From an optimization exercise on the open Yosys and OpenROAD flow, aimed at small area, a short achievable clock period and few clock cycles per item; shortcuts taken in it are not production practice. RTL that was checked went through simulation tests only; none was proved equivalent to the original.

==> module integer_sqrt, before the edit <==
module integer_sqrt #(parameter K = 1, parameter S = 1) (clk, start, odd, frac, root, done);
    input clk;
    input start;
    input odd;
    input [51:0] frac;
    output [27:0] root;
    output done;
    localparam C  = (28 - S) / K;    
    localparam CW = (C < 16) ? 4 : 5;
    reg [28:0] q;                    
    reg rdy;                         
    reg [29:0] rem;                  
    reg [CW-1:0] cnt;                
    reg [2*K-1:0] p;                 
    assign root = q[27:0];
    assign done = rdy;
    function [2*K-1:0] fetch;
        input [CW-1:0] c;
        input e0;
        reg [K-1:0] ev;              
        reg [K:0]   od;              
        integer n, k, i;
        begin
            ev = 0;
            od = 0;
            for (n = 0; n < C; n = n + 1)
                if (c == n)
                    for (k = 0; k <= K; k = k + 1) begin
                        i = 25 - S - K*n - k;
                        if (k < K && i >= 0) ev[K-1-k] = frac[2*i];
                        if (i >= 0) od[K-k] = frac[2*i+1];
                    end
            for (k = 0; k < K; k = k + 1)
                fetch[2*K-1-2*k -: 2] = e0 ? {od[K-k], ev[K-1-k]} : {ev[K-1-k], od[K-1-k]};
        end
    endfunction
    localparam TW = 2*S + 2;
    function [2*S+2:0] topsqrt;      
        input [TW-1:0] mt;
        reg [S:0] r;
        reg [S+1:0] m;
        reg [S+3:0] t;
        integer u;
        begin
            r = 1;
            m = mt[TW-1:TW-2] - 1'b1;
            for (u = 0; u < S; u = u + 1) begin
                t = {m, mt[2*S-1-2*u -: 2]} - {r, 2'b01};
                if (!t[S+3]) begin
                    m = t;
                    r = {r, 1'b1};
                end else begin
                    m = {m, mt[2*S-1-2*u -: 2]};
                    r = {r, 1'b0};
                end
            end
            topsqrt = {r, m};
        end
    endfunction
    wire [2*S+2:0] tab_odd  [0:(1 << 2*S) - 1];
    wire [2*S+2:0] tab_even [0:(1 << 2*S+1) - 1];
    genvar v;
    generate
        for (v = 0; v < (1 << 2*S); v = v + 1) begin : todd
            assign tab_odd[v] = topsqrt({2'b01, v[2*S-1:0]});
        end
        for (v = 0; v < (1 << 2*S+1); v = v + 1) begin : teven
            assign tab_even[v] = topsqrt({1'b1, v[2*S:0]});
        end
    endgenerate
    wire [2*S+2:0] top_odd  = tab_odd[frac[51 -: 2*S]];
    wire [2*S+2:0] top_even = tab_even[frac[51 -: 2*S+1]];
    wire [S:0] r0 = odd ? top_odd[2*S+2 -: S+1] : top_even[2*S+2 -: S+1];
    wire [S+1:0] m0 = odd ? top_odd[S+1:0] : top_even[S+1:0];
    wire [29:0] rs [0:K/2];
    wire [28:0] qs [0:K/2];
    assign rs[0] = rem;
    assign qs[0] = q;
    genvar g;
    generate
        for (g = 0; g < K/2; g = g + 1) begin : stage
            wire [1:0] p1 = p[2*K-1-4*g -: 2];
            wire [1:0] p2 = p[2*K-3-4*g -: 2];
            wire sg = rs[g][29];
            wire [28:0] qn = qs[g] ^ {29{~sg}};
            wire [30:0] t1 = {rs[g][28:0], p1} + {qn, 2'b11};
            wire [30:0] x = {rs[g][26:0], p1, p2};
            wire [30:0] a = {qn[27:0], 3'b111};
            wire [30:0] b = {qn[26:0], 4'b1000};
            wire [30:0] t2s = x + a;
            wire [30:0] hp = x ^ a;
            wire [30:0] hg = x & a;
            wire [30:0] cs = hp ^ b;
            wire [30:0] cc = hg | (hp & b);
            wire [30:0] t2b = cs + {cc[29:0], 1'b0};
            wire s1 = t1[30];
            wire [30:0] t2 = (s1 == sg) ? t2b : t2s;
            assign rs[g+1] = {t2[30], t2[28:0]};
            assign qs[g+1] = {qs[g][26:0], ~s1, ~t2[30]};
        end
    endgenerate
    always @(posedge clk) begin
        if (start) begin
            q   <= r0;
            rdy <= 1'b0;
            rem <= m0;
            cnt <= 1;
            p   <= fetch(0, odd);
        end else begin
            if (!q[28]) q <= qs[K/2];
            rdy <= rdy | q[28-K];
            rem <= rs[K/2];
            cnt <= cnt + 1'b1;
            p   <= fetch(cnt, odd);
        end
    end
endmodule
Settings: LEC_CHECK=0, ABC_AREA=1, ABC_CLOCK_PERIOD_IN_PS=2500, CAP_MARGIN=20, CORE_MARGIN=2, CORE_UTILIZATION=40, SETUP_SLACK_MARGIN=5, SLEW_MARGIN=20, TNS_END_PERCENT=30; clock period 11.0 ns.
standard.sh (not shown) runs the stock make flow with config.mk's settings and CLKGATE_MAP_FILE= SYNTH_SCRIPT=/design/flow/synth_recipe.tcl, a recipe that flattens the netlist after the stock synthesis.
==> flow/flow/run.sh <==
#!/bin/bash
# The standard layout (the standard.sh, standard synthesis unchanged) with
# two changes to how the layout is made: the port buffers use the smallest
# buffer cell, and timing repair aims for 7.75 ns of setup slack.
set -o pipefail
bash standard.sh "BUFFER_PORTS_ARGS=-buffer_cell sky130_fd_sc_hd__buf_1" SETUP_SLACK_MARGIN=7.75  finish > flow_make.log 2>&1
Rerun with:
--- a/flow/design.v
+++ b/flow/design.v
@@ -83,18 +83,12 @@
             wire [1:0] p2 = p[2*K-3-4*g -: 2];
             wire sg = rs[g][29];
             wire [28:0] qn = qs[g] ^ {29{~sg}};
             wire [30:0] t1 = {rs[g][28:0], p1} + {qn, 2'b11};
             wire [30:0] x = {rs[g][26:0], p1, p2};
-            wire [30:0] a = {qn[27:0], 3'b111};
-            wire [30:0] b = {qn[26:0], 4'b1000};
-            wire [30:0] t2s = x + a;
-            wire [30:0] hp = x ^ a;
-            wire [30:0] hg = x & a;
-            wire [30:0] cs = hp ^ b;
-            wire [30:0] cc = hg | (hp & b);
-            wire [30:0] t2b = cs + {cc[29:0], 1'b0};
+            wire [30:0] t2s = x + {qn, 3'b111};
+            wire [30:0] t2b = x + {qn, 4'b1111} + {qn, 3'b000};
             wire s1 = t1[30];
             wire [30:0] t2 = (s1 == sg) ? t2b : t2s;
             assign rs[g+1] = {t2[30], t2[28:0]};
             assign qs[g+1] = {qs[g][26:0], ~s1, ~t2[30]};
         end
The changed run went through all stages and came out clean.
Cell area drops by 8.7%.
Utilization drops by 4.0 points.
Register-to-register slack improved by 0.15 ns.
Hold slack is about the same.
Maximum frequency climbs by 2.8%.
Routed wire length drops by 8.1%.
First-iteration DRC count climbs by 30%.
Global-route usage drops by 1.0 points.
Flip-flop and latch count is unchanged.
Testbench counts after the change, summed over its fixed seeds: cycles 26,880, items 1,920.
No functional check of the RTL was part of the first run of this note.

==> port drivers added, routing unchanged <==
Ports are ideal in the flow. The routed layouts listed here were re-timed in OpenROAD. Step 1 sets driving cells, clkbuf_16 on the clock port and buf_2 on the other inputs (assumed; they add their load-dependent delay and slew). Step 2 moves the port delays by t, midway between the first and last clock arrival at a register: inputs arrive t later, outputs are due t later. That takes back most of the time a late clock gives input paths. Three values: no drivers, after step 1, after step 2; two values: the first two.
run	t (ns)	setup slack, ns	worst setup path after step 2
the first run	0.406	7.638 / 7.611 / 7.254	input to register
the second run	0.404	7.729 / 7.680 / 7.355	input to register
After both steps setup and hold are still met in every run listed. The setup slack of the first run, which loses most, moves by -0.027 ns with the drivers and by -0.384 ns with both steps.
